What follows belongs to an exercise in optimizing a design on an open flow for small area; a production flow would make more cautious choices. In this exercise RTL edits were held to simulation tests only and were not proved equivalent to the original.

Setup of run A:
## motorpackage
module motorpackage(
    input        inc,
    input        rst,
    input        en,
    input        rxin,
    input        q1a, q1b, q2a, q2b, q3a, q3b, q4a, q4b,
    input  [2:0] hall1, hall2, hall3, hall4, hall5,
    output [1:0] a1, b1, c1,
    output [1:0] a2, b2, c2,
    output [1:0] a3, b3, c3,
    output [1:0] a4, b4, c4,
    output [1:0] a5, b5, c5,
    output       tx
    );
For scale: ~2,300 cells after synthesis, about 58 I/O pins, ~17,000 sq um of cells after synthesis.
==> flow/config.mk <==
export PLATFORM = sky130hd
export DESIGN_NAME = motorpackage
export DESIGN_NICKNAME = motorpackage
export VERILOG_FILES = /design/flow/design.v
export SDC_FILE = /design/flow/constraint.sdc
export NUM_CORES = 4
export LEC_CHECK = 0
export ABC_AREA = 1
export CAP_MARGIN = 20
export CORE_MARGIN = 2
export CORE_UTILIZATION = 75
export CTS_BUF_LIST = sky130_fd_sc_hd__clkbuf_16
export CTS_CLUSTER_DIAMETER = 80
export CTS_CLUSTER_SIZE = 25
export GPL_TIMING_DRIVEN = 1
export SLEW_MARGIN = 20
==> flow/constraint.sdc <==
create_clock -name core_clock -period 10.0 [get_ports {inc}]
set_input_delay 2.0000 -clock core_clock [delete_from_list [all_inputs] [get_ports {inc}]]
set_output_delay 2.0000 -clock core_clock [all_outputs]
set_load 0.01 [all_outputs]
standard.sh (not shown) runs the stock make flow with config.mk's settings and CLKGATE_MAP_FILE= SYNTH_SCRIPT=/design/flow/synth_recipe.tcl, a recipe that flattens the netlist after the stock synthesis.
==> flow/flow/run.sh <==
#!/bin/bash
# Layout flow: the standard synthesis, then the combinational logic of
# its netlist re-mapped for area (flow/remap.sh: registers, adder cells and
# names kept), then the standard layout steps with two options changed:
#  - the port buffers inserted at placement are the smallest buffer
#    (every input and output port still gets its own buffer);
#  - clock tree synthesis adds no dummy loads.
# Logs: standard_synth.log and standard.log (make), remap.log (yosys),
# and each ORFS step's own log under orfs/logs.
set -euo pipefail
HERE=$(pwd)
R=$HERE/orfs/results/sky130hd/motorpackage/base
LIB=$FLOW_HOME/platforms/sky130hd/lib/sky130_fd_sc_hd__tt_025C_1v80.lib
YOSYS=$FLOW_HOME/../tools/install/yosys/bin/yosys
[ -x "$YOSYS" ] || YOSYS=$(command -v yosys)

export BUFFER_PORTS_ARGS="-buffer_cell sky130_fd_sc_hd__buf_1"
export CTS_ARGS="-sink_clustering_enable -repair_clock_nets -sink_clustering_size 25 -sink_clustering_max_diameter 80 -buf_list sky130_fd_sc_hd__clkbuf_16 -dont_use_dummy_load"

bash standard.sh synth > standard_synth.log 2>&1
cp "$R/1_2_yosys.v" "$HERE/1_2_yosys_standard.v"
bash flow/remap.sh "$HERE/1_2_yosys_standard.v" "$R/1_2_yosys.v" "$LIB" "$YOSYS" "$HERE/remap.log"
rm -f "$R/1_synth.odb" "$R/1_synth.sdc"
bash standard.sh > standard.log 2>&1
Other scripts of this flow, unchanged in this note and not shown: flow/flow/remap.sh
Per the final summary, run A finished and its layout is clean on timing, DRC and antenna.
diff inputs: run A => run B
# run A
export LEC_CHECK = 0
export ABC_AREA = 1
export CAP_MARGIN = 20
export CORE_MARGIN = 2
export CORE_UTILIZATION = 75
export CTS_BUF_LIST = sky130_fd_sc_hd__clkbuf_16
export CTS_CLUSTER_DIAMETER = 80
export CTS_CLUSTER_SIZE = 25
export GPL_TIMING_DRIVEN = 1
export SLEW_MARGIN = 20
create_clock -name core_clock -period 10.0 [get_ports {inc}]
# run B
export LEC_CHECK = 0
export ABC_AREA = 1
export CAP_MARGIN = 20
export CORE_MARGIN = 2
export CORE_UTILIZATION = 60
export CTS_BUF_LIST = sky130_fd_sc_hd__clkbuf_16
export CTS_CLUSTER_DIAMETER = 80
export CTS_CLUSTER_SIZE = 25
export GPL_TIMING_DRIVEN = 1
export SLEW_MARGIN = 20
create_clock -name core_clock -period 10.0 [get_ports {inc}]
Per the comparison of run B with run A, count of clock tree sinks flat, area of the die up 24%. Comparing run B and run A, final hold slack is lower on run B.

==> port drivers added, routing unchanged <==
How much do the figures lean on ideal ports? The routed layouts below were timed once more, with nothing changed but the port constraints.
Step 1, drivers: a clkbuf_16 drives inc and a buf_2 each remaining input, both assumed.
Step 2 times the ports against the registers' clock, not the clock port: input delays grow and output delays shrink by t, the midpoint of the rising clock arrivals with the driver on.
a / b / c = ideal / step 1 / step 2; a / b = the first two.
| run | t, ns | slack for setup (ns) | worst setup path after step 2 | pins driven straight from the clock port |
|---|---|---|---|---|
| run A | 0.562 | 1.636 / 1.636 / 1.636 | register to register | 1 |
| run B | 0.562 | 1.636 / 1.636 / 1.636 | register to register | 1 |
After both steps setup and hold are still met in every run listed.
